From an optimization exercise on the open Yosys and OpenROAD flow, aimed at small area, a short achievable clock period and few clock cycles per item; shortcuts taken in it are not production practice.
Only simulation tests tie the RTL to the original design; equivalence was not proved.

==> flow/design.v (excerpt) <==
module admm_check_node (
	input clk,
	input reset,
	input ready_in,
	input valid_in,
	input [7:0] tag_in,
	input [54:0] messages_in,
	input [54:0] duals_in,
	output busy,
	output ready_out,
	output valid_out,
	output [7:0] tag_out,
	output checkNotSatisfied,
	output [54:0] messages_out,
	output [54:0] duals_out
);
localparam C1 = 1;  
localparam C2 = 1;  
localparam C3 = 1;  
localparam C4 = 1;  
localparam C5 = 1;  
localparam C6 = 1;  
localparam NS = C1 + C2 + C3 + C4 + C5 + C6;
wire en = ready_in;
assign ready_out = ready_in;
reg [NS-1:0] vld;
always @(posedge clk or posedge reset)
	if (reset) vld <= {NS{1'b0}};
	else if (en) vld <= {vld[NS-2:0], valid_in};
assign valid_out = vld[NS-1] & ready_in;
assign busy = |vld;
genvar g, h;
wire [74:0] w0_flat;
wire [4:0] sv0;
wire [4:0] xs;
generate
	for (g = 0; g < 5; g = g + 1) begin : s1
		wire signed [10:0] x = messages_in[11*g +: 11];
		wire signed [10:0] l = duals_in[11*g +: 11];
		wire signed [15:0] xe = x;
		wire signed [15:0] le = {l[10], l, 4'b0000};
		wire signed [15:0] v = xe + le;
		assign sv0[g] = v[15];
		assign w0_flat[15*g +: 15] = (v[14:0] ^ {15{v[15]}}) + v[15];
		assign xs[g] = x[10];
	end
endgenerate
wire cns0 = ^(~xs);
wire [74:0] w1_flat;
wire [4:0] sv1;
wire [8:0] tg1;
acn_reg #(75, C1) r1w (clk, en, w0_flat, w1_flat);
acn_reg #(5, C1) r1s (clk, en, sv0, sv1);
acn_reg #(9, C1) r1t (clk, en, {tag_in, cns0}, tg1);
wire [14:0] w [0:4];
wire [4:0] big, f0;
generate
	for (g = 0; g < 5; g = g + 1) begin : s2w
		assign w[g] = w1_flat[15*g +: 15];
		assign big[g] = |w[g][14:9];
		assign f0[g] = ~sv1[g] & (|w[g]);
	end
endgenerate
wire [9:0] le;
generate
	for (g = 0; g < 5; g = g + 1) begin : s2c
		for (h = g + 1; h < 5; h = h + 1) begin : c
			assign le[pidx(g, h)] = w[g] <= w[h];
		end
	end
endgenerate
wire [4:0] bef [0:4];
wire [4:0] amin;
generate
	for (g = 0; g < 5; g = g + 1) begin : s2b
		wire [4:0] am;
		for (h = 0; h < 5; h = h + 1) begin : b
			if (h < g) begin : lo
				assign bef[g][h] = le[pidx(h, g)];
				assign am[h] = ~(le[pidx(h, g)] | big[g]);
  ...
clock: 10.0 ns
lec_check: 0
cap_margin: 20
core_margin: 2
core_utilization: 60
setup_slack_margin: 4.7
slew_margin: 20
run.sh (not shown) runs the stock make flow with config.mk's settings and CLKGATE_MAP_FILE= SYNTH_SCRIPT=/design/flow/synth_recipe.tcl, a recipe that flattens the netlist after the stock synthesis.
Testbench counts at the start, summed over its fixed seeds: cycles 4,848, items 4,800.
==> next run, changes <==
ABC_AREA = 1   (was default)
CTS_BUF_LIST = sky130_fd_sc_hd__clkbuf_4 sky130_fd_sc_hd__clkbuf_8   (was default)
SETUP_SLACK_MARGIN = 4.85   (was 4.7)
TNS_END_PERCENT = 20   (was default)
Result: Global-route usage goes down by 0.95 points. Worst setup slack is better by 0.024 ns. Area after synthesis shrinks by a few percent.
==> next run, changes <==
CAP_MARGIN = 10   (was 20)
CTS_BUF_LIST = default   (was sky130_fd_sc_hd__clkbuf_4 sky130_fd_sc_hd__clkbuf_8)
SETUP_SLACK_MARGIN = 4.7   (was 4.85)
SLEW_MARGIN = 10   (was 20)
TNS_END_PERCENT = default   (was 20)
Result:
- via count decreases by 0.50%
- sequential cell count stays the same
- clock-buffer cell count decreases by 73
- wire length fell by 0.88%
- non-clock buffer count went down by 1
- critical path depth is higher by 19
- synthesized area is unchanged
- cell area stays flat
- first-iteration DRC count shrinks by 7.6%
- core utilization hardly moves
==> next run, changes <==
CAP_MARGIN = 20   (was 10)
CTS_BUF_LIST = sky130_fd_sc_hd__clkbuf_4 sky130_fd_sc_hd__clkbuf_8   (was default)
SLEW_MARGIN = 20   (was 10)
Effect: The new run finished clean. Die area does not change. Register-to-register slack loses 0.05 ns. Routed wire length barely changes. Utilization drops by 0.28 points.
==> next run, changes <==
CTS_BUF_LIST = default   (was sky130_fd_sc_hd__clkbuf_4 sky130_fd_sc_hd__clkbuf_8)
Hold slack gets better by 0.0061 ns.
Final cell count went down by 0.78%.
Via count went down by 0.38%.
Global-route usage went down by 0.17 points.

## re-timing with driven ports
The flow's constraints put no driver on any port. The routed layouts listed below were extracted and timed again, unchanged, in two steps. Step 1: set_driving_cell puts a clkbuf_16 on clk and a buf_2 on each other input, an assumption about the parent block. Step 2 times the ports against the registers' clock, not the clock port: input delays grow and output delays shrink by t, the midpoint of the rising clock arrivals with the driver on. Three values: ideal, step 1, step 2; two values: the first two.
| run | shift t [ns] | slack for setup (ns) | cell pins on the clock port's net |
|---|---|---|---|
| the first run | 0.788 | 4.688 / 4.688 / 4.098 | 1 |
| the second run | 0.919 | 4.712 / 4.665 / 4.063 | 1 |
| the third run | 0.791 | 4.809 / 4.809 / 4.186 | 1 |
| the fourth run | 0.941 | 4.759 / 4.759 / 4.029 | 1 |
| the fifth run | 0.791 | 4.809 / 4.809 / 4.186 | 1 |
After both steps every run listed still meets setup and hold. For the fourth run, which loses most, drivers alone change the setup slack by 0.000 ns; drivers and shift together by -0.730 ns.
